This is an optimization exercise on Yosys and OpenROAD, whose aim is small area and a short achievable clock period, not a production implementation. No run shown here included a check of the RTL's function; only the layout flow was run. Power figures rest on the tool's default switching activity, not on a simulated workload.

<file path="flow/config.mk">
export PLATFORM = sky130hd
export DESIGN_NAME = fir_low_pass_filter
export DESIGN_NICKNAME = fir_low_pass_filter
export VERILOG_FILES = /design/flow/design.v
export SDC_FILE = /design/flow/constraint.sdc
export NUM_CORES = 4
export LEC_CHECK = 0
export CAP_MARGIN = 20
export CORE_MARGIN = 2
export CORE_UTILIZATION = 40
export CTS_BUF_LIST = sky130_fd_sc_hd__clkbuf_4 sky130_fd_sc_hd__clkbuf_8
export SLEW_MARGIN = 20
export SYNTH_HIERARCHICAL = 1
</file>
<file path="flow/constraint.sdc">
create_clock -name core_clock -period 11.0 [get_ports {clk}]
set_input_delay 2.2000 -clock core_clock [delete_from_list [all_inputs] [get_ports {clk}]]
set_output_delay 2.2000 -clock core_clock [all_outputs]
set_load 0.01 [all_outputs]
</file>
<file path="flow/design.v">
`timescale 1ns/1ps
module fir_low_pass_filter(Data_out, Data_in, clk, rst);
  output [15:0] Data_out;
  input [7:0] Data_in;
  input clk, rst;
  reg [7:0] x1;
  reg [7:0] x2;
  reg [7:0] x3;
  reg [7:0] x4;
  reg [7:0] x5;
  reg [7:0] x6;
  reg [7:0] x7;
  reg [7:0] x8;
  reg [7:0] x9;
  reg [7:0] x10;
  reg [7:0] x11;
  reg [7:0] x12;
  reg [7:0] x13;
  reg [7:0] x14;
  reg [7:0] x15;
  reg [7:0] x16;
  reg [7:0] x17;
  reg [7:0] x18;
  reg [7:0] x19;
  reg [7:0] x20;
  reg [7:0] x21;
  reg [7:0] x22;
  reg [7:0] x23;
  reg [7:0] x24;
  reg [12:0] P4a;
  reg [12:0] P4b;
  reg [15:0] P3a;
  reg [15:0] P3b;
  reg [15:0] P2a;
  reg [15:0] P2b;
  reg [15:0] Pa;
  reg [15:0] Pb;
  reg [15:0] Q;
  reg [9:0] V;
  reg [15:0] Y;
  wire fs1, fc1;
  fir_fa u_fa1 (.a(x21[0]), .b(x23[1]), .c(x23[2]), .s(fs1), .co(fc1));
  wire fs2, fc2;
  fir_fa u_fa2 (.a(x21[1]), .b(x23[2]), .c(x23[3]), .s(fs2), .co(fc2));
  wire hs3, hc3;
  fir_ha u_ha3 (.a(x5[1]), .b(x5[3]), .s(hs3), .co(hc3));
  wire fs4, fc4;
  fir_fa u_fa4 (.a(x21[2]), .b(x23[3]), .c(x23[4]), .s(fs4), .co(fc4));
  wire fs5, fc5;
  fir_fa u_fa5 (.a(x20[3]), .b(x22[2]), .c(x24[3]), .s(fs5), .co(fc5));
  wire fs6, fc6;
  fir_fa u_fa6 (.a(x21[3]), .b(x23[4]), .c(x23[5]), .s(fs6), .co(fc6));
  wire fs7, fc7;
  fir_fa u_fa7 (.a(x5[3]), .b(x5[5]), .c(x7[0]), .s(fs7), .co(fc7));
  wire hs8, hc8;
  fir_ha u_ha8 (.a(~x20[4]), .b(~x22[3]), .s(hs8), .co(hc8));
  wire fs9, fc9;
  fir_fa u_fa9 (.a(x21[4]), .b(x23[5]), .c(x23[6]), .s(fs9), .co(fc9));
  wire fs10, fc10;
  fir_fa u_fa10 (.a(x5[4]), .b(x5[6]), .c(x7[1]), .s(fs10), .co(fc10));
  wire fs11, fc11;
  fir_fa u_fa11 (.a(x20[5]), .b(x22[4]), .c(x24[5]), .s(fs11), .co(fc11));
  wire fs12, fc12;
  fir_fa u_fa12 (.a(x21[5]), .b(x23[6]), .c(x23[7]), .s(fs12), .co(fc12));
  wire fs13, fc13;
  fir_fa u_fa13 (.a(x5[5]), .b(x5[7]), .c(x7[2]), .s(fs13), .co(fc13));
  wire fs14, fc14;
  fir_fa u_fa14 (.a(x20[6]), .b(x22[5]), .c(x24[6]), .s(fs14), .co(fc14));
  wire fs15, fc15;
  fir_fa u_fa15 (.a(x21[6]), .b(x23[7]), .c(x5[6]), .s(fs15), .co(fc15));
  wire fs16, fc16;
  fir_fa u_fa16 (.a(x20[7]), .b(x22[6]), .c(x24[7]), .s(fs16), .co(fc16));
  wire hs17, hc17;
  fir_ha u_ha17 (.a(x23[0]), .b(x23[1]), .s(hs17), .co(hc17));
  wire fs18, fc18;
  fir_fa u_fa18 (.a(x20[1]), .b(x22[0]), .c(x24[1]), .s(fs18), .co(fc18));
  wire hs19, hc19;
  fir_ha u_ha19 (.a(x5[0]), .b(x5[2]), .s(hs19), .co(hc19));
  wire fs20, fc20;
  fir_fa u_fa20 (.a(x20[2]), .b(x22[1]), .c(x24[2]), .s(fs20), .co(fc20));
  wire fs21, fc21;
  fir_fa u_fa21 (.a(hs3), .b(fc1), .c(fs2), .s(fs21), .co(fc21));
  wire fs22, fc22;
  fir_fa u_fa22 (.a(x5[2]), .b(x5[4]), .c(hc3), .s(fs22), .co(fc22));
  wire fs23, fc23;
  fir_fa u_fa23 (.a(fc2), .b(fs4), .c(~fs5), .s(fs23), .co(fc23));
  wire fs24, fc24;
  fir_fa u_fa24 (.a(hs8), .b(fc4), .c(fs6), .s(fs24), .co(fc24));
  wire fs25, fc25;
  fir_fa u_fa25 (.a(x24[4]), .b(fc5), .c(~fs7), .s(fs25), .co(fc25));
  wire fs26, fc26;
  fir_fa u_fa26 (.a(hc8), .b(fc6), .c(fc7), .s(fs26), .co(fc26));
  wire fs27, fc27;
  fir_fa u_fa27 (.a(fs10), .b(~fs11), .c(fs9), .s(fs27), .co(fc27));
  wire fs28, fc28;
  fir_fa u_fa28 (.a(fc10), .b(fc9), .c(fs12), .s(fs28), .co(fc28));
  wire fs29, fc29;
  fir_fa u_fa29 (.a(fc11), .b(~fs13), .c(fs14), .s(fs29), .co(fc29));
  wire fs30, fc30;
  fir_fa u_fa30 (.a(x7[3]), .b(fc12), .c(fc13), .s(fs30), .co(fc30));
  wire fs31, fc31;
  fir_fa u_fa31 (.a(fc14), .b(~fs15), .c(fs16), .s(fs31), .co(fc31));
  wire fs32, fc32;
  fir_fa u_fa32 (.a(x21[7]), .b(x5[7]), .c(x7[4]), .s(fs32), .co(fc32));
  wire fs33, fc33;
  fir_fa u_fa33 (.a(x22[7]), .b(~fc15), .c(fc16), .s(fs33), .co(fc33));
  wire hs34, hc34;
  fir_ha u_ha34 (.a(x5[1]), .b(hs17), .s(hs34), .co(hc34));
  wire fs35, fc35;
  fir_fa u_fa35 (.a(hc17), .b(hs19), .c(fs1), .s(fs35), .co(fc35));
  wire fs36, fc36;
  fir_fa u_fa36 (.a(~hc19), .b(fc18), .c(fs20), .s(fs36), .co(fc36));
  wire fs37, fc37;
  fir_fa u_fa37 (.a(fs22), .b(fc21), .c(fs23), .s(fs37), .co(fc37));
  wire fs38, fc38;
  fir_fa u_fa38 (.a(fc22), .b(fc23), .c(fs24), .s(fs38), .co(fc38));
  wire fs39, fc39;
  fir_fa u_fa39 (.a(fc24), .b(fs26), .c(fs27), .s(fs39), .co(fc39));
  wire fs40, fc40;
  fir_fa u_fa40 (.a(fc26), .b(fc27), .c(fs28), .s(fs40), .co(fc40));
  wire fs41, fc41;
  fir_fa u_fa41 (.a(fc28), .b(~fc29), .c(fs30), .s(fs41), .co(fc41));
  wire fs42, fc42;
  fir_fa u_fa42 (.a(fs32), .b(fc30), .c(~fc31), .s(fs42), .co(fc42));
  wire hs43, hc43;
  fir_ha u_ha43 (.a(x7[5]), .b(fc32), .s(hs43), .co(hc43));
  wire hs44, hc44;
  fir_ha u_ha44 (.a(~x20[0]), .b(~x24[0]), .s(hs44), .co(hc44));
  wire fs45, fc45;
  fir_fa u_fa45 (.a(~fs18), .b(hc34), .c(fs35), .s(fs45), .co(fc45));
  wire fs46, fc46;
  fir_fa u_fa46 (.a(fc35), .b(fs21), .c(~fs36), .s(fs46), .co(fc46));
  wire fs47, fc47;
  fir_fa u_fa47 (.a(fc20), .b(fc36), .c(~fs37), .s(fs47), .co(fc47));
  wire fs48, fc48;
  fir_fa u_fa48 (.a(~fs25), .b(fc37), .c(fs38), .s(fs48), .co(fc48));
  wire fs49, fc49;
  fir_fa u_fa49 (.a(~fc25), .b(fc38), .c(fs39), .s(fs49), .co(fc49));
  wire fs50, fc50;
  fir_fa u_fa50 (.a(~fs29), .b(fc39), .c(fs40), .s(fs50), .co(fc50));
  wire fs51, fc51;
  fir_fa u_fa51 (.a(~fs31), .b(fc40), .c(fs41), .s(fs51), .co(fc51));
  wire fs52, fc52;
  fir_fa u_fa52 (.a(~fs33), .b(fc41), .c(fs42), .s(fs52), .co(fc52));
  wire fs53, fc53;
  fir_fa u_fa53 (.a(hs43), .b(~fc33), .c(fc42), .s(fs53), .co(fc53));
  wire hs54, hc54;
  fir_ha u_ha54 (.a(x7[6]), .b(hc43), .s(hs54), .co(hc54));
  wire fs55, fc55;
  fir_fa u_fa55 (.a(P4a[5]), .b(x12[0]), .c(x12[2]), .s(fs55), .co(fc55));
  wire hs56, hc56;
  fir_ha u_ha56 (.a(x12[3]), .b(x9[0]), .s(hs56), .co(hc56));
  wire fs57, fc57;
  fir_fa u_fa57 (.a(x12[1]), .b(x12[3]), .c(x12[4]), .s(fs57), .co(fc57));
  wire fs58, fc58;
  fir_fa u_fa58 (.a(x9[1]), .b(x9[3]), .c(x9[4]), .s(fs58), .co(fc58));
  wire hs59, hc59;
  fir_ha u_ha59 (.a(~P4a[6]), .b(~P4b[6]), .s(hs59), .co(hc59));
  wire fs60, fc60;
  fir_fa u_fa60 (.a(x12[2]), .b(x12[4]), .c(x12[5]), .s(fs60), .co(fc60));
  wire fs61, fc61;
  fir_fa u_fa61 (.a(x9[2]), .b(x9[4]), .c(x9[5]), .s(fs61), .co(fc61));
  wire fs62, fc62;
  fir_fa u_fa62 (.a(P4a[7]), .b(P4b[7]), .c(x13[2]), .s(fs62), .co(fc62));
  wire fs63, fc63;
  fir_fa u_fa63 (.a(x12[3]), .b(x12[5]), .c(x12[6]), .s(fs63), .co(fc63));
  wire fs64, fc64;
  fir_fa u_fa64 (.a(x9[3]), .b(x9[5]), .c(x9[6]), .s(fs64), .co(fc64));
  wire fs65, fc65;
  fir_fa u_fa65 (.a(P4a[8]), .b(P4b[8]), .c(x13[3]), .s(fs65), .co(fc65));
  wire fs66, fc66;
  fir_fa u_fa66 (.a(x12[4]), .b(x12[6]), .c(x12[7]), .s(fs66), .co(fc66));
  wire fs67, fc67;
  fir_fa u_fa67 (.a(x9[4]), .b(x9[6]), .c(x9[7]), .s(fs67), .co(fc67));
  wire fs68, fc68;
  fir_fa u_fa68 (.a(P4a[9]), .b(P4b[9]), .c(x13[4]), .s(fs68), .co(fc68));
  wire fs69, fc69;
  fir_fa u_fa69 (.a(x12[5]), .b(x12[7]), .c(x9[5]), .s(fs69), .co(fc69));
  wire fs70, fc70;
  fir_fa u_fa70 (.a(P4a[10]), .b(P4b[10]), .c(x13[5]), .s(fs70), .co(fc70));
  wire hs71, hc71;
  fir_ha u_ha71 (.a(x12[6]), .b(x9[6]), .s(hs71), .co(hc71));
  wire fs72, fc72;
  fir_fa u_fa72 (.a(x12[0]), .b(x12[1]), .c(x9[0]), .s(fs72), .co(fc72));
  wire fs73, fc73;
  fir_fa u_fa73 (.a(P4b[4]), .b(x12[1]), .c(x12[2]), .s(fs73), .co(fc73));
  wire hs74, hc74;
  fir_ha u_ha74 (.a(x9[1]), .b(x9[2]), .s(hs74), .co(hc74));
  wire fs75, fc75;
  fir_fa u_fa75 (.a(x9[2]), .b(x9[3]), .c(hs56), .s(fs75), .co(fc75));
  wire fs76, fc76;
  fir_fa u_fa76 (.a(P4b[5]), .b(x13[0]), .c(~fs55), .s(fs76), .co(fc76));
  wire fs77, fc77;
  fir_fa u_fa77 (.a(hc56), .b(hs59), .c(fc55), .s(fs77), .co(fc77));
  wire fs78, fc78;
  fir_fa u_fa78 (.a(~x13[1]), .b(fs57), .c(fs58), .s(fs78), .co(fc78));
  wire fs79, fc79;
  fir_fa u_fa79 (.a(hc59), .b(fc57), .c(fc58), .s(fs79), .co(fc79));
  wire fs80, fc80;
  fir_fa u_fa80 (.a(fs60), .b(fs61), .c(~fs62), .s(fs80), .co(fc80));
  wire fs81, fc81;
  fir_fa u_fa81 (.a(fc60), .b(fc61), .c(fs63), .s(fs81), .co(fc81));
  wire fs82, fc82;
  fir_fa u_fa82 (.a(fc62), .b(~fs64), .c(fs65), .s(fs82), .co(fc82));
  wire fs83, fc83;
  fir_fa u_fa83 (.a(fc63), .b(fc64), .c(fs66), .s(fs83), .co(fc83));
  wire fs84, fc84;
  fir_fa u_fa84 (.a(fc65), .b(~fs67), .c(fs68), .s(fs84), .co(fc84));
  wire fs85, fc85;
  fir_fa u_fa85 (.a(x9[7]), .b(fc66), .c(fc67), .s(fs85), .co(fc85));
  wire fs86, fc86;
  fir_fa u_fa86 (.a(fc68), .b(~fs69), .c(fs70), .s(fs86), .co(fc86));
  wire fs87, fc87;
  fir_fa u_fa87 (.a(P4a[11]), .b(P4b[11]), .c(x13[6]), .s(fs87), .co(fc87));
  wire fs88, fc88;
  fir_fa u_fa88 (.a(hs71), .b(fc69), .c(~fc70), .s(fs88), .co(fc88));
  wire fs89, fc89;
  fir_fa u_fa89 (.a(P4a[12]), .b(P4b[12]), .c(x13[7]), .s(fs89), .co(fc89));
  wire fs90, fc90;
  fir_fa u_fa90 (.a(x12[7]), .b(x9[7]), .c(hc71), .s(fs90), .co(fc90));
  wire hs91, hc91;
  fir_ha u_ha91 (.a(x12[0]), .b(x9[0]), .s(hs91), .co(hc91));
  wire fs92, fc92;
  fir_fa u_fa92 (.a(P4a[3]), .b(P4b[3]), .c(~x9[1]), .s(fs92), .co(fc92));
  wire fs93, fc93;
  fir_fa u_fa93 (.a(hs74), .b(fc72), .c(fs73), .s(fs93), .co(fc93));
  wire fs94, fc94;
  fir_fa u_fa94 (.a(hc74), .b(fc73), .c(fs75), .s(fs94), .co(fc94));
  wire fs95, fc95;
  fir_fa u_fa95 (.a(fc75), .b(fs77), .c(fs78), .s(fs95), .co(fc95));
  wire fs96, fc96;
  fir_fa u_fa96 (.a(fc77), .b(fc78), .c(fs79), .s(fs96), .co(fc96));
  wire fs97, fc97;
  fir_fa u_fa97 (.a(fc79), .b(fc80), .c(fs81), .s(fs97), .co(fc97));
  wire fs98, fc98;
  fir_fa u_fa98 (.a(fc81), .b(~fc82), .c(fs83), .s(fs98), .co(fc98));
  wire fs99, fc99;
  fir_fa u_fa99 (.a(fc83), .b(~fc84), .c(fs85), .s(fs99), .co(fc99));
  wire fs100, fc100;
  fir_fa u_fa100 (.a(fs87), .b(~fc85), .c(fc86), .s(fs100), .co(fc100));
  wire fs101, fc101;
  fir_fa u_fa101 (.a(fc87), .b(fs89), .c(~fs90), .s(fs101), .co(fc101));
  wire fs102, fc102;
  fir_fa u_fa102 (.a(1'b0), .b(1'b0), .c(fc90), .s(fs102), .co(fc102));
  wire hs103, hc103;
  fir_ha u_ha103 (.a(~P4a[2]), .b(~P4b[2]), .s(hs103), .co(hc103));
  wire fs104, fc104;
  fir_fa u_fa104 (.a(hc91), .b(fs72), .c(~fs92), .s(fs104), .co(fc104));
  wire fs105, fc105;
  fir_fa u_fa105 (.a(P4a[4]), .b(fc92), .c(~fs93), .s(fs105), .co(fc105));
  wire fs106, fc106;
  fir_fa u_fa106 (.a(fc93), .b(~fs76), .c(fs94), .s(fs106), .co(fc106));
  wire fs107, fc107;
  fir_fa u_fa107 (.a(~fc76), .b(fc94), .c(fs95), .s(fs107), .co(fc107));
  wire fs108, fc108;
  fir_fa u_fa108 (.a(fs80), .b(fc95), .c(fs96), .s(fs108), .co(fc108));
  wire fs109, fc109;
  fir_fa u_fa109 (.a(~fs82), .b(fc96), .c(fs97), .s(fs109), .co(fc109));
  wire fs110, fc110;
  fir_fa u_fa110 (.a(~fs84), .b(fc97), .c(fs98), .s(fs110), .co(fc110));
  wire fs111, fc111;
  fir_fa u_fa111 (.a(~fs86), .b(fc98), .c(fs99), .s(fs111), .co(fc111));
  wire fs112, fc112;
  fir_fa u_fa112 (.a(fs88), .b(fc99), .c(~fs100), .s(fs112), .co(fc112));
  wire fs113, fc113;
  fir_fa u_fa113 (.a(~fc88), .b(fs101), .c(fc100), .s(fs113), .co(fc113));
  wire fs114, fc114;
  fir_fa u_fa114 (.a(fc89), .b(fc101), .c(~fs102), .s(fs114), .co(fc114));
  wire fs115, fc115;
  fir_fa u_fa115 (.a(1'b0), .b(1'b0), .c(fc102), .s(fs115), .co(fc115));
  wire hs116, hc116;
  fir_ha u_ha116 (.a(1'b0), .b(1'b0), .s(hs116), .co(hc116));
  wire fs117, fc117;
  fir_fa u_fa117 (.a(P3a[5]), .b(x12[0]), .c(x12[1]), .s(fs117), .co(fc117));
  wire fs118, fc118;
  fir_fa u_fa118 (.a(x12[1]), .b(x12[2]), .c(x12[5]), .s(fs118), .co(fc118));
  wire hs119, hc119;
  fir_ha u_ha119 (.a(~P3a[6]), .b(~P3b[6]), .s(hs119), .co(hc119));
  wire fs120, fc120;
  fir_fa u_fa120 (.a(x12[2]), .b(x12[3]), .c(x12[6]), .s(fs120), .co(fc120));
  wire fs121, fc121;
  fir_fa u_fa121 (.a(P3a[7]), .b(P3b[7]), .c(x11[2]), .s(fs121), .co(fc121));
  wire fs122, fc122;
  fir_fa u_fa122 (.a(x12[3]), .b(x12[4]), .c(x12[7]), .s(fs122), .co(fc122));
  wire fs123, fc123;
  fir_fa u_fa123 (.a(P3a[8]), .b(P3b[8]), .c(x11[3]), .s(fs123), .co(fc123));
  wire fs124, fc124;
  fir_fa u_fa124 (.a(P3a[9]), .b(P3b[9]), .c(x11[4]), .s(fs124), .co(fc124));
  wire hs125, hc125;
  fir_ha u_ha125 (.a(x12[5]), .b(x12[6]), .s(hs125), .co(hc125));
  wire hs126, hc126;
  fir_ha u_ha126 (.a(x12[6]), .b(x12[7]), .s(hs126), .co(hc126));
  wire fs127, fc127;
  fir_fa u_fa127 (.a(P3b[4]), .b(x12[0]), .c(x12[3]), .s(fs127), .co(fc127));
  wire fs128, fc128;
  fir_fa u_fa128 (.a(P3b[5]), .b(x11[0]), .c(x11[1]), .s(fs128), .co(fc128));
  wire hs129, hc129;
  fir_ha u_ha129 (.a(x12[4]), .b(fs117), .s(hs129), .co(hc129));
  wire fs130, fc130;
  fir_fa u_fa130 (.a(x11[1]), .b(x11[2]), .c(x11[5]), .s(fs130), .co(fc130));
  wire fs131, fc131;
  fir_fa u_fa131 (.a(hs119), .b(fc117), .c(fs118), .s(fs131), .co(fc131));
  wire fs132, fc132;
  fir_fa u_fa132 (.a(hc119), .b(fc118), .c(fs120), .s(fs132), .co(fc132));
  wire fs133, fc133;
  fir_fa u_fa133 (.a(x11[3]), .b(x11[6]), .c(fs121), .s(fs133), .co(fc133));
  wire fs134, fc134;
  fir_fa u_fa134 (.a(x11[4]), .b(x11[7]), .c(fc121), .s(fs134), .co(fc134));
  wire fs135, fc135;
  fir_fa u_fa135 (.a(fc120), .b(fs122), .c(~fs123), .s(fs135), .co(fc135));
  wire fs136, fc136;
  fir_fa u_fa136 (.a(x12[4]), .b(x12[5]), .c(fc122), .s(fs136), .co(fc136));
  wire fs137, fc137;
  fir_fa u_fa137 (.a(x11[5]), .b(fc123), .c(fs124), .s(fs137), .co(fc137));
  wire fs138, fc138;
  fir_fa u_fa138 (.a(P3a[10]), .b(P3b[10]), .c(x11[5]), .s(fs138), .co(fc138));
  wire fs139, fc139;
  fir_fa u_fa139 (.a(x11[6]), .b(~hs125), .c(fc124), .s(fs139), .co(fc139));
  wire fs140, fc140;
  fir_fa u_fa140 (.a(P3a[11]), .b(P3b[11]), .c(x11[6]), .s(fs140), .co(fc140));
  wire fs141, fc141;
  fir_fa u_fa141 (.a(~x11[7]), .b(hc125), .c(hs126), .s(fs141), .co(fc141));
  wire fs142, fc142;
  fir_fa u_fa142 (.a(P3a[12]), .b(x12[7]), .c(hc126), .s(fs142), .co(fc142));
  wire hs143, hc143;
  fir_ha u_ha143 (.a(~P3b[12]), .b(~x11[7]), .s(hs143), .co(hc143));
  wire hs144, hc144;
  fir_ha u_ha144 (.a(P3a[1]), .b(P3b[1]), .s(hs144), .co(hc144));
  wire fs145, fc145;
  fir_fa u_fa145 (.a(P3a[2]), .b(P3b[2]), .c(x11[1]), .s(fs145), .co(fc145));
  wire fs146, fc146;
  fir_fa u_fa146 (.a(P3a[3]), .b(P3b[3]), .c(x11[2]), .s(fs146), .co(fc146));
  wire fs147, fc147;
  fir_fa u_fa147 (.a(P3a[4]), .b(x11[0]), .c(x11[3]), .s(fs147), .co(fc147));
  wire fs148, fc148;
  fir_fa u_fa148 (.a(x11[4]), .b(~fc127), .c(fs128), .s(fs148), .co(fc148));
  wire fs149, fc149;
  fir_fa u_fa149 (.a(fc128), .b(fs130), .c(~hc129), .s(fs149), .co(fc149));
  wire fs150, fc150;
  fir_fa u_fa150 (.a(~fc130), .b(fc131), .c(fs132), .s(fs150), .co(fc150));
  wire fs151, fc151;
  fir_fa u_fa151 (.a(~fc132), .b(fc133), .c(fs134), .s(fs151), .co(fc151));
  wire fs152, fc152;
  fir_fa u_fa152 (.a(~fc134), .b(fc135), .c(fs136), .s(fs152), .co(fc152));
  wire fs153, fc153;
  fir_fa u_fa153 (.a(fs138), .b(fc137), .c(fs139), .s(fs153), .co(fc153));
  wire fs154, fc154;
  fir_fa u_fa154 (.a(fc138), .b(fs140), .c(fc139), .s(fs154), .co(fc154));
  wire fs155, fc155;
  fir_fa u_fa155 (.a(hs143), .b(fc141), .c(fs142), .s(fs155), .co(fc155));
  wire fs156, fc156;
  fir_fa u_fa156 (.a(P3a[13]), .b(P3b[13]), .c(hc143), .s(fs156), .co(fc156));
  wire hs157, hc157;
  fir_ha u_ha157 (.a(x12[0]), .b(hs144), .s(hs157), .co(hc157));
  wire fs158, fc158;
  fir_fa u_fa158 (.a(x12[1]), .b(hc144), .c(~fs145), .s(fs158), .co(fc158));
  wire fs159, fc159;
  fir_fa u_fa159 (.a(~x12[2]), .b(fc145), .c(fs146), .s(fs159), .co(fc159));
  wire fs160, fc160;
  fir_fa u_fa160 (.a(fc146), .b(~fs127), .c(fs147), .s(fs160), .co(fc160));
  wire fs161, fc161;
  fir_fa u_fa161 (.a(fc147), .b(~hs129), .c(fs148), .s(fs161), .co(fc161));
  wire fs162, fc162;
  fir_fa u_fa162 (.a(fc148), .b(~fs131), .c(fs149), .s(fs162), .co(fc162));
  wire fs163, fc163;
  fir_fa u_fa163 (.a(fs133), .b(fc149), .c(~fs150), .s(fs163), .co(fc163));
  wire fs164, fc164;
  fir_fa u_fa164 (.a(fs135), .b(fc150), .c(~fs151), .s(fs164), .co(fc164));
  wire fs165, fc165;
  fir_fa u_fa165 (.a(fs137), .b(fc151), .c(~fs152), .s(fs165), .co(fc165));
  wire fs166, fc166;
  fir_fa u_fa166 (.a(fc136), .b(fc152), .c(~fs153), .s(fs166), .co(fc166));
  wire fs167, fc167;
  fir_fa u_fa167 (.a(~fs141), .b(fc153), .c(fs154), .s(fs167), .co(fc167));
  wire fs168, fc168;
  fir_fa u_fa168 (.a(fc140), .b(~fs155), .c(fc154), .s(fs168), .co(fc168));
  wire fs169, fc169;
  fir_fa u_fa169 (.a(fc142), .b(fs156), .c(fc155), .s(fs169), .co(fc169));
  wire fs170, fc170;
  fir_fa u_fa170 (.a(P3a[14]), .b(~P3b[14]), .c(fc156), .s(fs170), .co(fc170));
  wire hs171, hc171;
  fir_ha u_ha171 (.a(~P3a[15]), .b(~P3b[15]), .s(hs171), .co(hc171));
  wire hs172, hc172;
  fir_ha u_ha172 (.a(x16[1]), .b(x17[0]), .s(hs172), .co(hc172));
  wire fs173, fc173;
  fir_fa u_fa173 (.a(P2b[3]), .b(x16[2]), .c(x17[1]), .s(fs173), .co(fc173));
  wire fs174, fc174;
  fir_fa u_fa174 (.a(P2a[4]), .b(P2b[4]), .c(x16[0]), .s(fs174), .co(fc174));
  wire fs175, fc175;
  fir_fa u_fa175 (.a(x16[3]), .b(x17[2]), .c(x17[4]), .s(fs175), .co(fc175));
  wire fs176, fc176;
  fir_fa u_fa176 (.a(P2a[5]), .b(P2b[5]), .c(x16[1]), .s(fs176), .co(fc176));
  wire fs177, fc177;
  fir_fa u_fa177 (.a(x16[4]), .b(x17[3]), .c(x17[5]), .s(fs177), .co(fc177));
  wire hs178, hc178;
  fir_ha u_ha178 (.a(x2[4]), .b(x9[1]), .s(hs178), .co(hc178));
  wire fs179, fc179;
  fir_fa u_fa179 (.a(P2a[6]), .b(P2b[6]), .c(x16[2]), .s(fs179), .co(fc179));
  wire fs180, fc180;
  fir_fa u_fa180 (.a(x16[5]), .b(x17[4]), .c(x17[6]), .s(fs180), .co(fc180));
  wire fs181, fc181;
  fir_fa u_fa181 (.a(x2[5]), .b(x9[2]), .c(x9[5]), .s(fs181), .co(fc181));
  wire fs182, fc182;
  fir_fa u_fa182 (.a(P2a[7]), .b(P2b[7]), .c(x16[3]), .s(fs182), .co(fc182));
  wire fs183, fc183;
  fir_fa u_fa183 (.a(x16[6]), .b(x17[5]), .c(x17[7]), .s(fs183), .co(fc183));
  wire fs184, fc184;
  fir_fa u_fa184 (.a(x2[6]), .b(x9[3]), .c(x9[6]), .s(fs184), .co(fc184));
  wire fs185, fc185;
  fir_fa u_fa185 (.a(P2a[8]), .b(x16[4]), .c(x16[7]), .s(fs185), .co(fc185));
  wire fs186, fc186;
  fir_fa u_fa186 (.a(x17[6]), .b(x2[7]), .c(x9[4]), .s(fs186), .co(fc186));
  wire hs187, hc187;
  fir_ha u_ha187 (.a(~P2b[8]), .b(x9[7]), .s(hs187), .co(hc187));
  wire fs188, fc188;
  fir_fa u_fa188 (.a(P2b[9]), .b(x16[5]), .c(x17[7]), .s(fs188), .co(fc188));
  wire fs189, fc189;
  fir_fa u_fa189 (.a(P2a[1]), .b(x16[0]), .c(x17[1]), .s(fs189), .co(fc189));
  wire fs190, fc190;
  fir_fa u_fa190 (.a(x17[2]), .b(x2[1]), .c(x9[1]), .s(fs190), .co(fc190));
  wire hs191, hc191;
  fir_ha u_ha191 (.a(~P2a[2]), .b(~P2b[2]), .s(hs191), .co(hc191));
  wire fs192, fc192;
  fir_fa u_fa192 (.a(x17[3]), .b(x2[2]), .c(x9[2]), .s(fs192), .co(fc192));
  wire fs193, fc193;
  fir_fa u_fa193 (.a(~P2a[3]), .b(hc172), .c(fs173), .s(fs193), .co(fc193));
  wire fs194, fc194;
  fir_fa u_fa194 (.a(x2[3]), .b(x9[0]), .c(x9[3]), .s(fs194), .co(fc194));
  wire fs195, fc195;
  fir_fa u_fa195 (.a(fc173), .b(fs174), .c(fs175), .s(fs195), .co(fc195));
  wire fs196, fc196;
  fir_fa u_fa196 (.a(x9[4]), .b(hs178), .c(fc174), .s(fs196), .co(fc196));
  wire fs197, fc197;
  fir_fa u_fa197 (.a(fc175), .b(fs176), .c(fs177), .s(fs197), .co(fc197));
  wire fs198, fc198;
  fir_fa u_fa198 (.a(hc178), .b(fc176), .c(fc177), .s(fs198), .co(fc198));
  wire fs199, fc199;
  fir_fa u_fa199 (.a(fs179), .b(fs180), .c(fs181), .s(fs199), .co(fc199));
  wire fs200, fc200;
  fir_fa u_fa200 (.a(fc179), .b(fc180), .c(fc181), .s(fs200), .co(fc200));
  wire fs201, fc201;
  fir_fa u_fa201 (.a(fs182), .b(fs183), .c(fs184), .s(fs201), .co(fc201));
  wire fs202, fc202;
  fir_fa u_fa202 (.a(hs187), .b(fc182), .c(fc183), .s(fs202), .co(fc202));
  wire fs203, fc203;
  fir_fa u_fa203 (.a(fc184), .b(fs185), .c(fs186), .s(fs203), .co(fc203));
  wire fs204, fc204;
  fir_fa u_fa204 (.a(x9[5]), .b(hc187), .c(fc185), .s(fs204), .co(fc204));
  wire fs205, fc205;
  fir_fa u_fa205 (.a(~P2a[9]), .b(fc186), .c(fs188), .s(fs205), .co(fc205));
  wire fs206, fc206;
  fir_fa u_fa206 (.a(P2a[10]), .b(x16[6]), .c(x9[6]), .s(fs206), .co(fc206));
  wire hs207, hc207;
  fir_ha u_ha207 (.a(~P2b[10]), .b(fc188), .s(hs207), .co(hc207));
  wire fs208, fc208;
  fir_fa u_fa208 (.a(P2a[11]), .b(x16[7]), .c(x9[7]), .s(fs208), .co(fc208));
  wire hs209, hc209;
  fir_ha u_ha209 (.a(x2[0]), .b(x9[0]), .s(hs209), .co(hc209));
  wire fs210, fc210;
  fir_fa u_fa210 (.a(hs172), .b(hs191), .c(fc189), .s(fs210), .co(fc210));
  wire fs211, fc211;
  fir_fa u_fa211 (.a(hc191), .b(fc190), .c(fs192), .s(fs211), .co(fc211));
  wire fs212, fc212;
  fir_fa u_fa212 (.a(fc192), .b(fs194), .c(fc193), .s(fs212), .co(fc212));
  wire fs213, fc213;
  fir_fa u_fa213 (.a(fc194), .b(fc195), .c(fs196), .s(fs213), .co(fc213));
  wire fs214, fc214;
  fir_fa u_fa214 (.a(fc196), .b(fc197), .c(fs198), .s(fs214), .co(fc214));
  wire fs215, fc215;
  fir_fa u_fa215 (.a(fc198), .b(fc199), .c(fs200), .s(fs215), .co(fc215));
  wire fs216, fc216;
  fir_fa u_fa216 (.a(fc200), .b(fc201), .c(fs202), .s(fs216), .co(fc216));
  wire fs217, fc217;
  fir_fa u_fa217 (.a(fc202), .b(fc203), .c(fs204), .s(fs217), .co(fc217));
  wire fs218, fc218;
  fir_fa u_fa218 (.a(fs206), .b(hs207), .c(fc204), .s(fs218), .co(fc218));
  wire fs219, fc219;
  fir_fa u_fa219 (.a(fc206), .b(fs208), .c(hc207), .s(fs219), .co(fc219));
  wire hs220, hc220;
  fir_ha u_ha220 (.a(P2a[12]), .b(P2b[12]), .s(hs220), .co(hc220));
  wire hs221, hc221;
  fir_ha u_ha221 (.a(~P2a[0]), .b(~P2b[0]), .s(hs221), .co(hc221));
  wire fs222, fc222;
  fir_fa u_fa222 (.a(~P2b[1]), .b(hs209), .c(fs189), .s(fs222), .co(fc222));
  wire fs223, fc223;
  fir_fa u_fa223 (.a(hc209), .b(fs190), .c(fs210), .s(fs223), .co(fc223));
  wire fs224, fc224;
  fir_fa u_fa224 (.a(fc210), .b(fs193), .c(fs211), .s(fs224), .co(fc224));
  wire fs225, fc225;
  fir_fa u_fa225 (.a(fc211), .b(fs195), .c(fs212), .s(fs225), .co(fc225));
  wire fs226, fc226;
  fir_fa u_fa226 (.a(fs197), .b(fc212), .c(fs213), .s(fs226), .co(fc226));
  wire fs227, fc227;
  fir_fa u_fa227 (.a(fs199), .b(fc213), .c(fs214), .s(fs227), .co(fc227));
  wire fs228, fc228;
  fir_fa u_fa228 (.a(fs201), .b(fc214), .c(fs215), .s(fs228), .co(fc228));
  wire fs229, fc229;
  fir_fa u_fa229 (.a(fs203), .b(fc215), .c(fs216), .s(fs229), .co(fc229));
  wire fs230, fc230;
  fir_fa u_fa230 (.a(fs205), .b(fc216), .c(fs217), .s(fs230), .co(fc230));
  wire fs231, fc231;
  fir_fa u_fa231 (.a(fc205), .b(fc217), .c(fs218), .s(fs231), .co(fc231));
  wire fs232, fc232;
  fir_fa u_fa232 (.a(~P2b[11]), .b(fs219), .c(fc218), .s(fs232), .co(fc232));
  wire fs233, fc233;
  fir_fa u_fa233 (.a(hs220), .b(fc208), .c(fc219), .s(fs233), .co(fc233));
  wire fs234, fc234;
  fir_fa u_fa234 (.a(~P2a[13]), .b(P2b[13]), .c(hc220), .s(fs234), .co(fc234));
  wire hs235, hc235;
  fir_ha u_ha235 (.a(~P2a[14]), .b(~P2b[14]), .s(hs235), .co(hc235));
  wire hs236, hc236;
  fir_ha u_ha236 (.a(~P2a[15]), .b(~P2b[15]), .s(hs236), .co(hc236));
  wire hs237, hc237;
  fir_ha u_ha237 (.a(~Pa[2]), .b(~Pb[2]), .s(hs237), .co(hc237));
  wire fs238, fc238;
  fir_fa u_fa238 (.a(Pa[3]), .b(Pb[3]), .c(x1[1]), .s(fs238), .co(fc238));
  wire fs239, fc239;
  fir_fa u_fa239 (.a(Pa[4]), .b(Pb[4]), .c(x1[2]), .s(fs239), .co(fc239));
  wire fs240, fc240;
  fir_fa u_fa240 (.a(Pa[5]), .b(Pb[5]), .c(x1[3]), .s(fs240), .co(fc240));
  wire fs241, fc241;
  fir_fa u_fa241 (.a(Pa[6]), .b(Pb[6]), .c(x1[4]), .s(fs241), .co(fc241));
  wire fs242, fc242;
  fir_fa u_fa242 (.a(Pa[7]), .b(Pb[7]), .c(x1[5]), .s(fs242), .co(fc242));
  wire fs243, fc243;
  fir_fa u_fa243 (.a(Pa[8]), .b(Pb[8]), .c(x1[6]), .s(fs243), .co(fc243));
  wire fs244, fc244;
  fir_fa u_fa244 (.a(Pa[9]), .b(Pb[9]), .c(x1[7]), .s(fs244), .co(fc244));
  wire hs245, hc245;
  fir_ha u_ha245 (.a(x2[0]), .b(hs237), .s(hs245), .co(hc245));
  wire fs246, fc246;
  fir_fa u_fa246 (.a(x2[1]), .b(hc237), .c(~fs238), .s(fs246), .co(fc246));
  wire fs247, fc247;
  fir_fa u_fa247 (.a(~x2[2]), .b(fc238), .c(fs239), .s(fs247), .co(fc247));
  wire fs248, fc248;
  fir_fa u_fa248 (.a(~x2[3]), .b(fc239), .c(fs240), .s(fs248), .co(fc248));
  wire fs249, fc249;
  fir_fa u_fa249 (.a(~x2[4]), .b(fc240), .c(fs241), .s(fs249), .co(fc249));
  wire fs250, fc250;
  fir_fa u_fa250 (.a(~x2[5]), .b(fc241), .c(fs242), .s(fs250), .co(fc250));
  wire fs251, fc251;
  fir_fa u_fa251 (.a(~x2[6]), .b(fc242), .c(fs243), .s(fs251), .co(fc251));
  wire fs252, fc252;
  fir_fa u_fa252 (.a(~x2[7]), .b(fc243), .c(fs244), .s(fs252), .co(fc252));
  wire fs253, fc253;
  fir_fa u_fa253 (.a(Pa[10]), .b(Pb[10]), .c(fc244), .s(fs253), .co(fc253));
  wire hs254, hc254;
  fir_ha u_ha254 (.a(~Pa[11]), .b(~Pb[11]), .s(hs254), .co(hc254));
  wire hs255, hc255;
  fir_ha u_ha255 (.a(~Pa[12]), .b(~Pb[12]), .s(hs255), .co(hc255));
  wire hs256, hc256;
  fir_ha u_ha256 (.a(~Pa[13]), .b(~Pb[13]), .s(hs256), .co(hc256));
  wire hs257, hc257;
  fir_ha u_ha257 (.a(~Pa[14]), .b(~Pb[14]), .s(hs257), .co(hc257));
  wire hs258, hc258;
  fir_ha u_ha258 (.a(~Pa[15]), .b(~Pb[15]), .s(hs258), .co(hc258));
  wire [15:0] Q_sum;
  fir_add16 u_Q_add (.a({hc257, hc256, hc255, hc254, hs254, ~fc252, ~fc251, ~fc250, ~fc249, ~fc248, ~fc247, fc246, hc245, ~x1[0], ~Pa[1], ~Pa[0]}), .b({hs258, hs257, hs256, hs255, ~fc253, ~fs253, ~fs252, ~fs251, ~fs250, ~fs249, ~fs248, ~fs247, fs246, hs245, ~Pb[1], ~Pb[0]}), .s(Q_sum));
  wire [9:0] V_n;
  fir_mul3 u_v (.d(Data_in), .v(V_n));
  wire [15:0] R;
  fir_add16 u_r_add (.a(Q), .b({6'd0, V}), .s(R));
  wire [15:0] Y_n;
  fir_addy u_y_add (.r(R), .d(Data_in), .y(Y_n));
  wire rst_n;
  fir_inv u_rst_n (.a(rst), .y(rst_n));
  always @(posedge clk) begin
    if (rst) begin
      x2 <= 8'h0;
      x3 <= 8'h0;
      x5 <= 8'h0;
      x7 <= 8'h0;
      x9 <= 8'h0;
      x10 <= 8'h0;
      x12 <= 8'h0;
      x14 <= 8'h0;
      x16 <= 8'h0;
      x17 <= 8'h0;
      x19 <= 8'h0;
      x21 <= 8'h0;
      x23 <= 8'h0;
      P4a[5] <= 1'h0;
      P4b[4] <= 1'h0;
      P3a[0] <= 1'h0;
      P3a[1] <= 1'h0;
      P3a[5] <= 1'h0;
      P3a[12] <= 1'h0;
      P3a[13] <= 1'h0;
      P3a[14] <= 1'h0;
      P3b[0] <= 1'h0;
      P3b[1] <= 1'h0;
      P3b[4] <= 1'h0;
      P3b[13] <= 1'h0;
      P2a[1] <= 1'h0;
      P2a[4] <= 1'h0;
      P2a[5] <= 1'h0;
      P2a[6] <= 1'h0;
      P2a[7] <= 1'h0;
      P2a[8] <= 1'h0;
      P2a[10] <= 1'h0;
      P2a[11] <= 1'h0;
      P2a[12] <= 1'h0;
      P2b[3] <= 1'h0;
      P2b[4] <= 1'h0;
      P2b[5] <= 1'h0;
      P2b[6] <= 1'h0;
      P2b[7] <= 1'h0;
      P2b[9] <= 1'h0;
      P2b[12] <= 1'h0;
      P2b[13] <= 1'h0;
      Q[0] <= 1'h0;
      Q[1] <= 1'h0;
      Q[2] <= 1'h0;
      Q[3] <= 1'h0;
      Q[4] <= 1'h0;
      Q[5] <= 1'h0;
      Q[6] <= 1'h0;
      Q[7] <= 1'h0;
      Q[8] <= 1'h0;
      Q[9] <= 1'h0;
      Q[10] <= 1'h0;
      Q[11] <= 1'h0;
      Q[12] <= 1'h0;
      Q[13] <= 1'h0;
      Q[14] <= 1'h0;
      Q[15] <= 1'h0;
      V[0] <= 1'h0;
      V[1] <= 1'h0;
      V[2] <= 1'h0;
      V[3] <= 1'h0;
      V[4] <= 1'h0;
      V[5] <= 1'h0;
      V[6] <= 1'h0;
      V[7] <= 1'h0;
      V[8] <= 1'h0;
      V[9] <= 1'h0;
      Y[0] <= 1'h0;
      Y[1] <= 1'h0;
      Y[2] <= 1'h0;
      Y[3] <= 1'h0;
      Y[4] <= 1'h0;
      Y[5] <= 1'h0;
      Y[6] <= 1'h0;
      Y[7] <= 1'h0;
      Y[8] <= 1'h0;
      Y[9] <= 1'h0;
      Y[10] <= 1'h0;
      Y[11] <= 1'h0;
      Y[12] <= 1'h0;
      Y[13] <= 1'h0;
      Y[14] <= 1'h0;
      Y[15] <= 1'h0;
    end else begin
      x2 <= ~x1;
      x3 <= x2;
      x5 <= ~x4;
      x7 <= ~x6;
      x9 <= ~x8;
      x10 <= x9;
      x12 <= ~x11;
      x14 <= ~x13;
      x16 <= ~x15;
      x17 <= x16;
      x19 <= ~x18;
      x21 <= ~x20;
      x23 <= ~x22;
      P4a[5] <= ~fc47;
      P4b[4] <= ~fs47;
      P3a[0] <= ~P4a[0];
      P3a[1] <= ~P4a[1];
      P3a[5] <= ~fc105;
      P3a[12] <= ~fs113;
      P3a[13] <= ~fs114;
      P3a[14] <= ~fc114;
      P3b[0] <= ~P4b[0];
      P3b[1] <= ~P4b[1];
      P3b[4] <= ~fs105;
      P3b[13] <= ~fc113;
      P2a[1] <= ~x11[0];
      P2a[4] <= ~fc159;
      P2a[5] <= ~fc160;
      P2a[6] <= ~fc161;
      P2a[7] <= ~fc162;
      P2a[8] <= ~fc163;
      P2a[10] <= ~fc165;
      P2a[11] <= ~fs167;
      P2a[12] <= ~fc167;
      P2b[3] <= ~fs159;
      P2b[4] <= ~fs160;
      P2b[5] <= ~fs161;
      P2b[6] <= ~fs162;
      P2b[7] <= ~fs163;
      P2b[9] <= ~fs165;
      P2b[12] <= ~fs168;
      P2b[13] <= ~fc168;
      Q[0] <= Q_sum[0];
      Q[1] <= Q_sum[1];
      Q[2] <= Q_sum[2];
      Q[3] <= Q_sum[3];
      Q[4] <= Q_sum[4];
      Q[5] <= Q_sum[5];
      Q[6] <= Q_sum[6];
      Q[7] <= Q_sum[7];
      Q[8] <= Q_sum[8];
      Q[9] <= Q_sum[9];
      Q[10] <= Q_sum[10];
      Q[11] <= Q_sum[11];
      Q[12] <= Q_sum[12];
      Q[13] <= Q_sum[13];
      Q[14] <= Q_sum[14];
      Q[15] <= Q_sum[15];
      V[0] <= V_n[0];
      V[1] <= V_n[1];
      V[2] <= V_n[2];
      V[3] <= V_n[3];
      V[4] <= V_n[4];
      V[5] <= V_n[5];
      V[6] <= V_n[6];
      V[7] <= V_n[7];
      V[8] <= V_n[8];
      V[9] <= V_n[9];
      Y[0] <= Y_n[0];
      Y[1] <= Y_n[1];
      Y[2] <= Y_n[2];
      Y[3] <= Y_n[3];
      Y[4] <= Y_n[4];
      Y[5] <= Y_n[5];
      Y[6] <= Y_n[6];
      Y[7] <= Y_n[7];
      Y[8] <= Y_n[8];
      Y[9] <= Y_n[9];
      Y[10] <= Y_n[10];
      Y[11] <= Y_n[11];
      Y[12] <= Y_n[12];
      Y[13] <= Y_n[13];
      Y[14] <= Y_n[14];
      Y[15] <= Y_n[15];
    end
  end
  always @(posedge clk) begin
    if (!rst_n) begin
      x1 <= 8'hff;
      x4 <= 8'hff;
      x6 <= 8'hff;
      x8 <= 8'hff;
      x11 <= 8'hff;
      x13 <= 8'hff;
      x15 <= 8'hff;
      x18 <= 8'hff;
      x20 <= 8'hff;
      x22 <= 8'hff;
      x24 <= 8'hff;
      P4a[0] <= 1'h1;
      P4a[1] <= 1'h1;
      P4a[2] <= 1'h1;
      P4a[3] <= 1'h1;
      P4a[4] <= 1'h1;
      P4a[6] <= 1'h1;
      P4a[7] <= 1'h1;
      P4a[8] <= 1'h1;
      P4a[9] <= 1'h1;
      P4a[10] <= 1'h1;
      P4a[11] <= 1'h1;
      P4a[12] <= 1'h1;
      P4b[0] <= 1'h1;
      P4b[1] <= 1'h1;
      P4b[2] <= 1'h1;
      P4b[3] <= 1'h1;
      P4b[5] <= 1'h1;
      P4b[6] <= 1'h1;
      P4b[7] <= 1'h1;
      P4b[8] <= 1'h1;
      P4b[9] <= 1'h1;
      P4b[10] <= 1'h1;
      P4b[11] <= 1'h1;
      P4b[12] <= 1'h1;
      P3a[2] <= 1'h1;
      P3a[3] <= 1'h1;
      P3a[4] <= 1'h1;
      P3a[6] <= 1'h1;
      P3a[7] <= 1'h1;
      P3a[8] <= 1'h1;
      P3a[9] <= 1'h1;
      P3a[10] <= 1'h1;
      P3a[11] <= 1'h1;
      P3a[15] <= 1'h1;
      P3b[2] <= 1'h1;
      P3b[3] <= 1'h1;
      P3b[5] <= 1'h1;
      P3b[6] <= 1'h1;
      P3b[7] <= 1'h1;
      P3b[8] <= 1'h1;
      P3b[9] <= 1'h1;
      P3b[10] <= 1'h1;
      P3b[11] <= 1'h1;
      P3b[12] <= 1'h1;
      P3b[14] <= 1'h1;
      P3b[15] <= 1'h1;
      P2a[0] <= 1'h1;
      P2a[2] <= 1'h1;
      P2a[3] <= 1'h1;
      P2a[9] <= 1'h1;
      P2a[13] <= 1'h1;
      P2a[14] <= 1'h1;
      P2a[15] <= 1'h1;
      P2b[0] <= 1'h1;
      P2b[1] <= 1'h1;
      P2b[2] <= 1'h1;
      P2b[8] <= 1'h1;
      P2b[10] <= 1'h1;
      P2b[11] <= 1'h1;
      P2b[14] <= 1'h1;
      P2b[15] <= 1'h1;
      Pa[0] <= 1'h1;
      Pa[1] <= 1'h1;
      Pa[2] <= 1'h1;
      Pa[3] <= 1'h1;
      Pa[4] <= 1'h1;
      Pa[5] <= 1'h1;
      Pa[6] <= 1'h1;
      Pa[7] <= 1'h1;
      Pa[8] <= 1'h1;
      Pa[9] <= 1'h1;
      Pa[10] <= 1'h1;
      Pa[11] <= 1'h1;
      Pa[12] <= 1'h1;
      Pa[13] <= 1'h1;
      Pa[14] <= 1'h1;
      Pa[15] <= 1'h1;
      Pb[0] <= 1'h1;
      Pb[1] <= 1'h1;
      Pb[2] <= 1'h1;
      Pb[3] <= 1'h1;
      Pb[4] <= 1'h1;
      Pb[5] <= 1'h1;
      Pb[6] <= 1'h1;
      Pb[7] <= 1'h1;
      Pb[8] <= 1'h1;
      Pb[9] <= 1'h1;
      Pb[10] <= 1'h1;
      Pb[11] <= 1'h1;
      Pb[12] <= 1'h1;
      Pb[13] <= 1'h1;
      Pb[14] <= 1'h1;
      Pb[15] <= 1'h1;
    end else begin
      x1 <= ~Data_in;
      x4 <= ~x3;
      x6 <= ~x5;
      x8 <= ~x7;
      x11 <= ~x10;
      x13 <= ~x12;
      x15 <= ~x14;
      x18 <= ~x17;
      x20 <= ~x19;
      x22 <= ~x21;
      x24 <= ~x23;
      P4a[0] <= ~x23[0];
      P4a[1] <= ~hs44;
      P4a[2] <= ~hc44;
      P4a[3] <= ~fc45;
      P4a[4] <= ~fc46;
      P4a[6] <= ~fc48;
      P4a[7] <= ~fc49;
      P4a[8] <= ~fc50;
      P4a[9] <= ~fc51;
      P4a[10] <= ~fs53;
      P4a[11] <= ~hs54;
      P4a[12] <= ~x7[7];
      P4b[0] <= ~x5[0];
      P4b[1] <= ~hs34;
      P4b[2] <= ~fs45;
      P4b[3] <= ~fs46;
      P4b[5] <= ~fs48;
      P4b[6] <= ~fs49;
      P4b[7] <= ~fs50;
      P4b[8] <= ~fs51;
      P4b[9] <= ~fs52;
      P4b[10] <= ~fc52;
      P4b[11] <= ~fc53;
      P4b[12] <= ~hc54;
      P3a[2] <= ~hs103;
      P3a[3] <= ~hc103;
      P3a[4] <= ~fc104;
      P3a[6] <= ~fc106;
      P3a[7] <= ~fc107;
      P3a[8] <= ~fc108;
      P3a[9] <= ~fc109;
      P3a[10] <= ~fc110;
      P3a[11] <= ~fc111;
      P3a[15] <= ~hs116;
      P3b[2] <= ~hs91;
      P3b[3] <= ~fs104;
      P3b[5] <= ~fs106;
      P3b[6] <= ~fs107;
      P3b[7] <= ~fs108;
      P3b[8] <= ~fs109;
      P3b[9] <= ~fs110;
      P3b[10] <= ~fs111;
      P3b[11] <= ~fs112;
      P3b[12] <= ~fc112;
      P3b[14] <= ~fs115;
      P3b[15] <= ~fc115;
      P2a[0] <= ~P3a[0];
      P2a[2] <= ~hc157;
      P2a[3] <= ~fc158;
      P2a[9] <= ~fc164;
      P2a[13] <= ~fs169;
      P2a[14] <= ~fs170;
      P2a[15] <= ~hs171;
      P2b[0] <= ~P3b[0];
      P2b[1] <= ~hs157;
      P2b[2] <= ~fs158;
      P2b[8] <= ~fs164;
      P2b[10] <= ~fs166;
      P2b[11] <= ~fc166;
      P2b[14] <= ~fc169;
      P2b[15] <= ~fc170;
      Pa[0] <= ~x17[0];
      Pa[1] <= ~hc221;
      Pa[2] <= ~fc222;
      Pa[3] <= ~fc223;
      Pa[4] <= ~fc224;
      Pa[5] <= ~fc225;
      Pa[6] <= ~fc226;
      Pa[7] <= ~fc227;
      Pa[8] <= ~fc228;
      Pa[9] <= ~fc229;
      Pa[10] <= ~fs231;
      Pa[11] <= ~fc231;
      Pa[12] <= ~fs233;
      Pa[13] <= ~fs234;
      Pa[14] <= ~hs235;
      Pa[15] <= ~hc235;
      Pb[0] <= ~hs221;
      Pb[1] <= ~fs222;
      Pb[2] <= ~fs223;
      Pb[3] <= ~fs224;
      Pb[4] <= ~fs225;
      Pb[5] <= ~fs226;
      Pb[6] <= ~fs227;
      Pb[7] <= ~fs228;
      Pb[8] <= ~fs229;
      Pb[9] <= ~fs230;
      Pb[10] <= ~fc230;
      Pb[11] <= ~fs232;
      Pb[12] <= ~fc232;
      Pb[13] <= ~fc233;
      Pb[14] <= ~fc234;
      Pb[15] <= ~hs236;
    end
  end
  assign Data_out = Y;
endmodule
module fir_fa(a, b, c, s, co);
  input a, b, c;
  output s, co;
  assign s = a ^ b ^ c;
  assign co = (a & b) | (a & c) | (b & c);
endmodule
module fir_ha(a, b, s, co);
  input a, b;
  output s, co;
  assign s = a ^ b;
  assign co = a & b;
endmodule
module fir_add16(a, b, s);
  input [15:0] a, b;
  output [15:0] s;
  assign s = a + b;
endmodule
module fir_inv(a, y);
  input a;
  output y;
  assign y = ~a;
endmodule
module fir_mul3(d, v);
  input [7:0] d;
  output [9:0] v;
  assign v = {2'd0, d} + {1'd0, d, 1'b0};
endmodule
module fir_addy(r, d, y);
  input [15:0] r;
  input [7:0] d;
  output [15:0] y;
  assign y = r + {7'd0, d, 1'b0};
endmodule
</file>
<file path="flow/flow/run.sh">
#!/bin/bash
set -euo pipefail
export BUFFER_PORTS_ARGS="-buffer_cell sky130_fd_sc_hd__buf_4"
bash standard.sh finish > layout.log 2>&1
</file>
<file path="flow/standard.sh">
#!/bin/bash
# synth_recipe.tcl (not shown) runs the flow's synth.tcl, then flattens the netlist and writes it again
# the make line also repeats each setting of config.mk as NAME=value (left out here)
make -C /OpenROAD-flow-scripts/flow DESIGN_CONFIG=/design/flow/config.mk WORK_HOME=/design/flow/orfs CLKGATE_MAP_FILE= SYNTH_SCRIPT=/design/flow/synth_recipe.tcl "${@:-finish}"
</file>
==> run summary, run 1 <==
minimum clock period 3.71 ns; most used flip-flop cell after synthesis sky130_fd_sc_hd__dfxtp_1; critical path start-end classification in -> reg; Synth Area per Inst 11.5 um2; Post-DRT Antenna Nets 0; startpoint class of the critical path input port; CORE AREA 40000 um2; Clk Latency, worst-skew pair a little over 0.6 ns; min-delay worst type reg -> reg; clock root buffer sky130_fd_sc_hd__clkbuf_8; endpoints failing hold 0; Cell Count Post-Placement 1935; post-detail-place hpwl ~21000 um; H-tree level count 2; met1 routed wirelength after detailed routing 13300 um; number of global-route vias before repair 10000; actual slew at the worst max-slew pin 0.931 ns; via total after detailed routing roughly 9200; met2 wire len 13800 um; # setup viols final 0; number of vias per cell after detailed routing around 4.5; setup repair after global routing missed its margin no; CTS Buf Count 55; number of cells upsized or downsized after cts 0; number of standard-cell rows in the floorplan 73; Layout Cells excl Fill around 2000; detailed-routing iteration count for the pre-antenna-repair pass 4; fill cell count 3718; count of state elements after synthesis about 350; number of DRC violations after detailed-routing iteration 0 352; weighted congestion reported at the end of routability-driven placement between 0.8 and 0.9; topmost layer with routed signal wires met4; critical hold path startpoint x10[6]; number of maximum-capacitance violations 0; post-synthesis cell area ~16000 um2; global-route wire length before repair 48900 um; # IOs 26; worst relative slew slack 37.9%; total length of routed met3 wires between 1000 and 1500 um; Crit. Startpoint rst; largest net degree at the start of global routing 113; effective utilization at floorplan 40.8%; proportion of synthesized flip-flops having asynchronous set or reset 0%; clock transition at the registers of the reported paths 0.06 ns; share of cells above drive strength 1 9.12%; port buffer count 25; maximum ir drop on the vdd rail 116 uV; overall track demand over capacity in global routing 14.6%; clock skew between 0.03 and 0.04 ns; die area approximately 42000 um2; overall die width 206 um; Unique masters post-synth 42; number of enable-type register cells in the synthesized netlist 0; total negative slack for setup checks 0 ns; overall overflow remaining after global route 0; endpoint required time on the critical path 11.46 ns; maximum fanout along the worst path 112; count of final max-slew check failures 0; n_diodes 0; setup slack of the most critical reg-to-reg path 7.43 ns; area growth from synthesis to layout 10.6%; power per standard cell area 147 nW/um2; worst setup path endpoint P4b[1]; CP cell instances buf_6 > inv_6 > buf_4 > nand2_1; CTS max path bufs 3; initial antenna violation count 0; highest cell delay on the worst timing path 0.70 ns; Routed Wire Length 28900 um; depth of the worst register-to-register path 13; maximum frequency from static timing analysis between 200 and 300 MHz; count of hold buffers inserted by post-cts repair 0; slowest stage cell, crit path sky130_fd_sc_hd__inv_6; number of DRC violations after detailed routing 0; run status no timing/DRC/antenna violations; CTS sink cnt 349; number of instances in the synthesized netlist 1413; DIE HEIGHT 206 um; LEAKAGE around 8.4 nW; Arr. time, crit path roughly 4.2 ns; net count reported at finish 1786; launch point of the worst reg-to-reg path Q[0]; wire length per cell 14.3 um; TritonCTS clock tree built; post-CTS repair timing setup buffer count 0; destination of the worst register-to-register timing path Y[14]; post-synthesis sequential area ratio 42.8%; Yosys warnings 7; final critical-path share of the clock period around a third; Critical Path End Type flip-flop
==> worst max-delay path, delay by kind of cell <==
family,cells,cell delay [ns]
buffers and inverters,3,1.62
and+or+nand+nor,1,0.13
==> state kept, by name, indices dropped and copies added, names as in the netlist, 10 cells and up <==
| signal | count |
|---|---|
| P2a | 15 |
| P2b | 15 |
| P3a | 16 |
| P3b | 15 |
| P4a | 11 |
| P4b | 12 |
| Pa | 15 |
| Pb | 16 |
| Q | 16 |
| V | 10 |
| Y | 16 |
==> per-stage QoR <==
| stage | hold slack [ns] | total power, W | utilization (%) | instance area (um2) | setup WS [ns] |
|---|---|---|---|---|---|
| after floorplan | 0.343 | 0.00152 | - | 16400 | 7.25 |
| after global placement | 0.345 | 0.00157 | 42.3 | 16900 | 6.73 |
| after detailed placement | 0.349 | 0.00158 | 42.3 | 16900 | 6.69 |
| after CTS | 0.356 | 0.00269 | 45.1 | 18000 | 7.35 |
| after global routing | 0.371 | 0.00278 | 45.1 | 18000 | 7.15 |
| final | 0.361 | 0.00265 | 45.1 | 18000 | 7.29 |
==> routing by layer <==
metal  vias up  track usage (%)
met5         -                0
met4         0             4.29
met3        50             2.76
met2       130             24.7
met1      4534             19.0
li1       4456                -
==> Yosys stat by module (local to each module, per instance) <==
| module | copies in the design | cells | cell area [um2] | flops+latches |
|---|---|---|---|---|
| fir_low_pass_filter | 1 | 864 | 9220 | 349 |
| fir_addy | 1 | 59 | 468 | 0 |
| fir_ha | 40 | 1 | 12.5 | 0 |
| fir_mul3 | 1 | 35 | 312 | 0 |
| fir_inv | 1 | 1 | 3.75 | 0 |
| fir_add16 | 2 | 98 | 724 | 0 |
| fir_fa | 218 | 1 | 20.0 | 0 |
==> cell usage after synthesis (3+ instances only) <==
| master | instances | share of area (%) |
|---|---|---|
| sky130_fd_sc_hd__xor2_1 | 18 | 0.97 |
| sky130_fd_sc_hd__nor2b_1 | 75 | 2.9 |
| sky130_fd_sc_hd__and3_1 | 4 | 0.15 |
| sky130_fd_sc_hd__nand3_1 | 9 | 0.28 |
| sky130_fd_sc_hd__nand4_1 | 3 | 0.12 |
| sky130_fd_sc_hd__buf_4 | 16 | 0.74 |
| sky130_fd_sc_hd__buf_2 | 16 | 0.49 |
| sky130_fd_sc_hd__o21ai_0 | 16 | 0.49 |
| sky130_fd_sc_hd__o41ai_2 | 3 | 0.30 |
| sky130_fd_sc_hd__ha_1 | 87 | 6.7 |
| sky130_fd_sc_hd__fa_1 | 222 | 27 |
| sky130_fd_sc_hd__a21o_1 | 8 | 0.37 |
| sky130_fd_sc_hd__a21oi_1 | 42 | 1.3 |
| sky130_fd_sc_hd__nand2_1 | 197 | 4.5 |
| sky130_fd_sc_hd__buf_6 | 8 | 0.55 |
| sky130_fd_sc_hd__o211ai_1 | 7 | 0.32 |
| sky130_fd_sc_hd__xnor2_1 | 31 | 1.7 |
| sky130_fd_sc_hd__dfxtp_1 | 349 | 43 |
| sky130_fd_sc_hd__o21bai_1 | 7 | 0.32 |
| sky130_fd_sc_hd__nor2_1 | 115 | 2.6 |
| sky130_fd_sc_hd__inv_1 | 140 | 3.2 |
| sky130_fd_sc_hd__nor3_1 | 6 | 0.18 |
| sky130_fd_sc_hd__a21oi_2 | 3 | 0.16 |
==> worst min-delay path by stage <==
stage          endpoint  slack [ns]  cells past startpoint
2_1_floorplan    P2a[0]        0.34                      1
3_3_place_gp     x11[2]        0.34                      1
3_5_place_dp     x15[5]        0.35                      1
4_1_cts           x4[4]        0.36                      1
5_1_grt          x11[6]        0.37                      1
6_report         x11[6]        0.36                      1
==> power by group <==
group,switching (W),internal (W)
Clock,0.000493,0.000606
Sequential,0.0000116,0.00129
Combinational,0.000135,0.000108
==> cells by family after synthesis <==
family                     share of synthesized area (%)
muxes                                              0.123
buffers and inverters                               5.02
and+or+nand+nor                                     11.1
DFF                                                 42.8
other                                             0.0230
AOI/OAI and AO/OA                                   4.34
xor gates and xnor gates                            2.63
adders and majority gates                           33.9
==> cell usage in the layout, fill, tap and decap left out, types with 16 or more instances in the layout <==
cell type / synthesis / final
sky130_fd_sc_hd__a21oi_1: 42 / 42
sky130_fd_sc_hd__buf_4: 16 / 26
sky130_fd_sc_hd__clkbuf_4: 0 / 19
sky130_fd_sc_hd__clkbuf_8: 0 / 66
sky130_fd_sc_hd__dfxtp_1: 349 / 349
sky130_fd_sc_hd__fa_1: 222 / 222
sky130_fd_sc_hd__ha_1: 87 / 87
sky130_fd_sc_hd__inv_1: 140 / 139
sky130_fd_sc_hd__nand2_1: 197 / 197
sky130_fd_sc_hd__nor2_1: 115 / 115
sky130_fd_sc_hd__nor2b_1: 75 / 75
sky130_fd_sc_hd__o21ai_0: 16 / 16
sky130_fd_sc_hd__xnor2_1: 31 / 31
sky130_fd_sc_hd__xor2_1: 18 / 18
==> layout make-up <==
cell class,count,area (um2),area share [%]
well taps,525,657,3.64
clock inverters,8,65.1,0.361
clock buffers,85,1050,5.82
repair buffers,27,206,1.14
inverters,140,531,2.94
multi-input cells,894,8550,47.4
flip-flops and latches,349,6990,38.7
==> run 2: changes to the inputs <==
--- a/flow/config.mk
+++ b/flow/config.mk
@@ -10,3 +10,2 @@
 export CORE_UTILIZATION = 40
-export CTS_BUF_LIST = sky130_fd_sc_hd__clkbuf_4 sky130_fd_sc_hd__clkbuf_8
 export SLEW_MARGIN = 20
==> run summary, run 2 <==
run status no timing/DRC/antenna violations; detailed-routing iteration count for the pre-antenna-repair pass 5 (+1); largest net degree at the start of global routing 113 (unchanged); post-synthesis sequential area ratio 42.8% (unchanged); highest cell delay on the worst timing path 0.71 ns (about the same); largest area contributor in the synthesized netlist sky130_fd_sc_hd__dfxtp_1; most common cell after layout, fill and taps aside sky130_fd_sc_hd__dfxtp_1; LEAKAGE 8.48 nW (+1.1%); final core area utilization 45.8% (+0.72 points); die area 42400 um2 (unchanged); number of cells upsized or downsized after cts 0 (unchanged); minimum clock period 3.83 ns (+0.112 ns); clock root buffer sky130_fd_sc_hd__clkbuf_16; initial antenna violation count 2 (+2); CTS max path bufs 3 (unchanged); clock skew 0.0211 ns (-0.0137 ns); maximum fanout along the worst path 112 (unchanged); count of final max-slew check failures 0 (unchanged); actual slew at the worst max-slew pin 0.914 ns (-0.0178 ns); effective utilization at floorplan 40.8% (unchanged); CORE AREA 40000 um2 (unchanged); count of hold buffers inserted by post-cts repair 0 (unchanged); number of instances in the synthesized netlist 1413 (unchanged); commonest cells after routing, fill and taps aside sky130_fd_sc_hd__dfxtp_1 (349), sky130_fd_sc_hd__fa_1 (222), sky130_fd_sc_hd__nand2_1 (197); net count reported at finish 1770 (-0.90%); # setup viols final 0 (unchanged); Critical Path End Type flip-flop; Clk Latency, worst-skew pair 0.54 ns (-0.08 ns); min-delay worst type reg -> reg; weighted congestion reported at the end of routability-driven placement 0.888 (unchanged); share of cells above drive strength 1 7.49% (-1.6 points); overall track demand over capacity in global routing 14.7% (+0.049 points); global-route wire length before repair 48900 um (-0.11%); wire length per cell 14.4 um (+1.2%); critical path start-end classification in -> reg; endpoints failing hold 0 (unchanged); clock transition at the registers of the reported paths 0.06 ns (about the same); total buffers and inverters traversed by the critical path 3 (unchanged); count of state elements after synthesis 349 (unchanged); Yosys warnings 7 (unchanged); Routed Wire Length 28900 um (+0.12%); number of instances on the worst hold path 1 (unchanged); WHS Endpoint x8[7]; Post-DRT Antenna Nets 0 (unchanged); area share of the largest cell type after synthesis 42.8% (unchanged); maximum ir drop on the vdd rail 121 uV (+4.1%); number of maximum-capacitance violations 0 (unchanged); via total after detailed routing 9104 (-0.72%); total power after layout 0.00294 W (+11%); worst relative slew slack 39.1% (+1.2 points); total negative slack for setup checks 0 ns (unchanged); most used flip-flop cell after synthesis sky130_fd_sc_hd__dfxtp_1; number of vias per cell after detailed routing 4.54 (+0.37%); area growth from synthesis to layout 12.4%; Arr. time, crit path 4.21 ns (+0.04 ns); Synth Area per Inst 11.5 um2 (unchanged); post-CTS repair timing setup buffer count 0 (unchanged); post-synthesis cell area 16300 um2 (unchanged); overall overflow remaining after global route 0 (unchanged); n_diodes 0 (unchanged); maximum frequency from static timing analysis 261 MHz (-2.9%); power per standard cell area 161 nW/um2 (+9.4%); DIE HEIGHT 206 um (unchanged); ranking of synthesized cells by area sky130_fd_sc_hd__dfxtp_1 (43%), sky130_fd_sc_hd__fa_1 (27%), sky130_fd_sc_hd__ha_1 (6.7%); launch point of the worst reg-to-reg path Q[0]; endpoint required time on the critical path 11.38 ns (-0.08 ns); number of DRC violations after detailed routing 0 (unchanged); cell with the most instances after synthesis sky130_fd_sc_hd__dfxtp_1; # IOs 26 (unchanged); number of standard-cell rows in the floorplan 73 (unchanged); delay-heaviest family, CP buffers and inverters; number of enable-type register cells in the synthesized netlist 0 (unchanged); port buffer count 25 (unchanged); TritonCTS clock tree built; startpoint class of the critical path input port; setup repair after global routing missed its margin no; number of global-route vias before repair 9994 (-0.49%); CP cell instances buf_6 > inv_6 > buf_4 > nand2_1; overall die width 206 um (unchanged); number of DRC violations after detailed-routing iteration 0 340 (-3.4%); H-tree level count 2 (unchanged); Unique masters post-synth 42 (unchanged); proportion of synthesized flip-flops having asynchronous set or reset 0% (unchanged); destination of the worst register-to-register timing path Y[10]; critical hold path startpoint x7[7]; slowest stage cell, crit path sky130_fd_sc_hd__inv_6; top cell types by occurrence after synthesis sky130_fd_sc_hd__dfxtp_1 (349), sky130_fd_sc_hd__fa_1 (222), sky130_fd_sc_hd__nand2_1 (197), sky130_fd_sc_hd__inv_1 (140), sky130_fd_sc_hd__nor2_1 (115); setup slack of the most critical reg-to-reg path 7.43 ns (about the same); depth of the worst register-to-register path 13 (unchanged); CTS sink cnt 349 (unchanged); post-detail-place hpwl 20900 um (unchanged); CTS Buf Count 39 (-29%); final critical-path share of the clock period 34.8% (+1.0 points)
[run 2: per-layer routing]
layer / share of wire (%) / GRT usage (%) / routed length, um / up-vias
li1: - / - / - / 4428
met3: 3.7 / 2.43 / 1060 / 52
met5: 0 / 0 / 0 / -
met2: 48 / 25.0 / 14000 / 117
met1: 46 / 19.0 / 13200 / 4507
met4: 2.4 / 4.59 / 701 / 0
[run 2: cell type report]
class	count	area, um2
fillers	3673	21700
multi-input cells	894	8550
flip-flops and latches	349	6990
clock buffers	48	1060
well taps	525	657
inverters	140	531
clock inverters	23	343
repair buffers	27	206
[run 2: how the worst max path moves through the flow]
stage               startpoint     end  slack (ns)  depth (start not counted)
finish                     rst  P3a[6]        7.17                          4
global route               rst  x11[3]        7.02                          4
CTS                        rst  P3a[6]        7.22                          4
detailed placement         rst   x8[2]        6.69                          4
global placement           rst  x18[6]        6.73                          4
floorplan           Data_in[0]   Y[11]        7.25                          9
[run 2: report_power, final]
group	switching (W)	total (W)	internal, W
registers	0.0000115	0.00131	0.00129
logic	0.000135	0.000243	0.000108
clock network	0.000517	0.00139	0.000876
[run 2: kinds of logic after synthesis]
| kind of cell | synth area share [%] |
|---|---|
| multiplexers | 0.123 |
| AO/OA/AOI/OAI | 4.34 |
| adder cells (fa/ha/maj) | 33.9 |
| flip-flops | 42.8 |
| other | 0.0230 |
| AND/OR/NAND/NOR | 11.1 |
| XOR/XNOR | 2.63 |
| buffers and inverters | 5.02 |
[run 2: Yosys stat by module, one instance, submodules excluded]
module | flip-flops and latches | copies in the design | cells inside | area, um2
fir_mul3 | 0 | 1 | 35 | 312
fir_inv | 0 | 1 | 1 | 3.75
fir_fa | 0 | 218 | 1 | 20.0
fir_ha | 0 | 40 | 1 | 12.5
fir_addy | 0 | 1 | 59 | 468
fir_low_pass_filter | 349 | 1 | 864 | 9220
fir_add16 | 0 | 2 | 98 | 724
[run 2: per-stage QoR]
stage / hold slack, ns / instances / setup WS, ns / cell area [um2]
6_report: 0.363 / 2006 / 7.17 / 18300
3_3_place_gp: 0.345 / 1935 / 6.73 / 16900
5_1_grt: 0.375 / 2006 / 7.02 / 18300
4_1_cts: 0.364 / 2006 / 7.22 / 18300
2_1_floorplan: 0.343 / 1424 / 7.25 / 16400
3_5_place_dp: 0.349 / 1935 / 6.69 / 16900
